What follows belongs to an exercise in optimizing a design on an open flow for small area and a short achievable clock period; a production flow would make more cautious choices.
Function was checked by simulation only, so behaviour that the tests miss may differ from the original.

Design cordic_top, start of the top module:
module cordic_top (
    input  wire        clk,
    input  wire [31:0] x_start,
    input  wire [31:0] y_start,
    input  wire [31:0] angle,
    output wire [31:0] sine,
    output wire [31:0] cosine
);
For scale: ~170 flip-flops.
clock: 200.0 ns
lec_check: 0
abc_area: 1
cap_margin: 20
core_margin: 2
core_utilization: 40
slew_margin: 20
run.sh (not shown) runs the stock make flow with config.mk's settings and CLKGATE_MAP_FILE= SYNTH_SCRIPT=/design/flow/synth_recipe.tcl, a recipe that flattens the netlist after the stock synthesis.
==> next run, changes <==
--- a/flow/design.v
+++ b/flow/design.v
@@ -557,26 +557,22 @@
                        (ry31[10:9] == 2'b11 && yt_mz) ? yt_tm : yt_t;
     wire [10:0] ry32_ty = {{10{ry32_ty_t[7]}}, ry32_ty_t[7:7]};
     wire [10:0] rx32_b = ry32_ty ^ {11{d2[31]}};
     wire [10:0] ry32_b = rx32_tx ^ {11{~d2[31]}};
     wire [10:0] rx32;
     add11_sk rx32_add (.a(rx31), .b(rx32_b), .ci(d2[31]), .s(rx32));
     wire [10:0] ry32;
     add11_sk ry32_add (.a(ry31), .b(ry32_b), .ci(~d2[31]), .s(ry32));
-    wire cos_v_z = ~|rx32[8:0];
-    wire [2:0] cos_v_e = {rx32[10], rx32[10:9]} - {2'b00, cn_r2 & cos_v_z};
-    wire [22:0] cos_v_hi = (xt_u + {{20{cos_v_e[2]}}, cos_v_e}) ^ {23{cn_r2}};
-    wire [8:0] cos_v_lo = (rx32[8:0] ^ {9{cn_r2}}) + {8'd0, cn_r2};
-    wire [31:0] cos_v = {cos_v_hi, cos_v_lo};
-    wire sin_v_z = ~|ry32[8:0];
-    wire [2:0] sin_v_e = {ry32[10], ry32[10:9]} - {2'b00, sn_r2 & sin_v_z};
-    wire [22:0] sin_v_hi = (yt_u + {{20{sin_v_e[2]}}, sin_v_e}) ^ {23{sn_r2}};
-    wire [8:0] sin_v_lo = (ry32[8:0] ^ {9{sn_r2}}) + {8'd0, sn_r2};
-    wire [31:0] sin_v = {sin_v_hi, sin_v_lo};
+    wire [22:0] cos_v_hi = xt_u + {{21{rx32[10]}}, rx32[10:9]};
+    wire [31:0] cos_v_v = {cos_v_hi, rx32[8:0]};
+    wire [31:0] cos_v = (cos_v_v ^ {32{cn_r2}}) + {31'd0, cn_r2};
+    wire [22:0] sin_v_hi = yt_u + {{21{ry32[10]}}, ry32[10:9]};
+    wire [31:0] sin_v_v = {sin_v_hi, ry32[8:0]};
+    wire [31:0] sin_v = (sin_v_v ^ {32{sn_r2}}) + {31'd0, sn_r2};
     assign cosine = cos_v;
     assign sine   = sin_v;
 endmodule
 module add32_sk (
     input  wire [31:0] a,
     input  wire [31:0] b,
     input  wire        ci,
     output wire [31:0] s
Clock-buffer cell count does not change.
Worst setup slack is worse by 0.32 ns.
Final cell count goes up by 2.6%.
Wire length rose by 6.4%.
Maximum frequency went down by 0.47%.
Final area goes up by 2.1%.
Sequential share of layout area hardly moves.
Global-route usage grows by 0.78 points.
Synthesized cell count is higher by 2.3%.
Non-clock buffer count rose by 1.
Worst hold slack got worse by 0.24 ns.
Flip-flop and latch count stays the same.
Utilization came out higher by 0.19 points.

--- another note on this design; it stands on its own ---

Design cordic_top, start of the top module:
module cordic_top (
    input  wire        clk,
    input  wire [31:0] x_start,
    input  wire [31:0] y_start,
    input  wire [31:0] angle,
    output wire [31:0] sine,
    output wire [31:0] cosine
);
Size in the first run: ~16000 cells after synthesis, ~170 flip-flops, about 160 I/O pins.
make LEC_CHECK=0 ABC_AREA=1 CAP_MARGIN=20 CORE_MARGIN=2 CORE_UTILIZATION=40 SLEW_MARGIN=20 finish   # period 200.0 ns
run.sh (not shown) runs the stock make flow with config.mk's settings and CLKGATE_MAP_FILE= SYNTH_SCRIPT=/design/flow/synth_recipe.tcl, a recipe that flattens the netlist after the stock synthesis.
The baseline completed with no timing, DRC or antenna violations.
Next try:
CORE_UTILIZATION = 65   (was 40)
Result:
- The changed run ran to the end with no violations
- synthesized area does not change
- design area fell slightly
- global-route usage climbs by 9.9 points
- sequential cell count does not change
- worst setup slack gets worse by 0.080 ns

========
cordic_top, a different RTL version from the one above (not shown whole).
For scale: about 12,000 cells after synthesis, roughly 160 I/O pins.
export LEC_CHECK = 0
export ABC_AREA = 1
export CAP_MARGIN = 20
export CORE_MARGIN = 2
export CORE_UTILIZATION = 55
export PLACE_DENSITY = 0.8
export SLEW_MARGIN = 20
create_clock -name core_clock -period 200.0 [get_ports {clk}]
Edit:
Settings changed: CORE_UTILIZATION 55 to 50, PLACE_DENSITY 0.8 to 0.7.
The changed run produced a clean layout.
Count of clock-buffer cells in the layout does not change.
Routed wire length goes up by about 17%.
Core utilization drops by 5.0 points.

what the ideal ports hide:
The results above use ideal ports. As a check the final layouts listed here were re-extracted and re-timed, cells and wires unchanged. Step 1 sets driving cells, clkbuf_16 on the clock port and buf_2 on the other inputs (assumed; they add their load-dependent delay and slew). Step 2, shift: input delay + t, output delay - t, t = (earliest + latest rising clock arrival at the registers) / 2. This alone moves slack from input paths to output paths. Slacks: ideal ports / drivers / drivers and shift; pairs: ideal ports / drivers.
run | t, ns | slack for setup (ns) | worst slew at a driven data input, ns
the first run of note 1 | 0.607 | 131.295 / 131.217 / 131.824 | 0.04
the second run of note 1 | 0.610 | 130.975 / 130.886 / 131.496 | 0.19
the first run of note 2 | 0.597 | 130.945 / 130.857 / 131.454 | 0.07
the second run of note 2 | 0.595 | 130.865 / 130.779 / 131.374 | 0.05
the first run of note 3 | 0.608 | 131.410 / 131.335 / 131.943 | 0.06
the second run of note 3 | 0.626 | 130.482 / 130.403 / 131.029 | 0.05
After both steps every run listed still meets setup and hold.
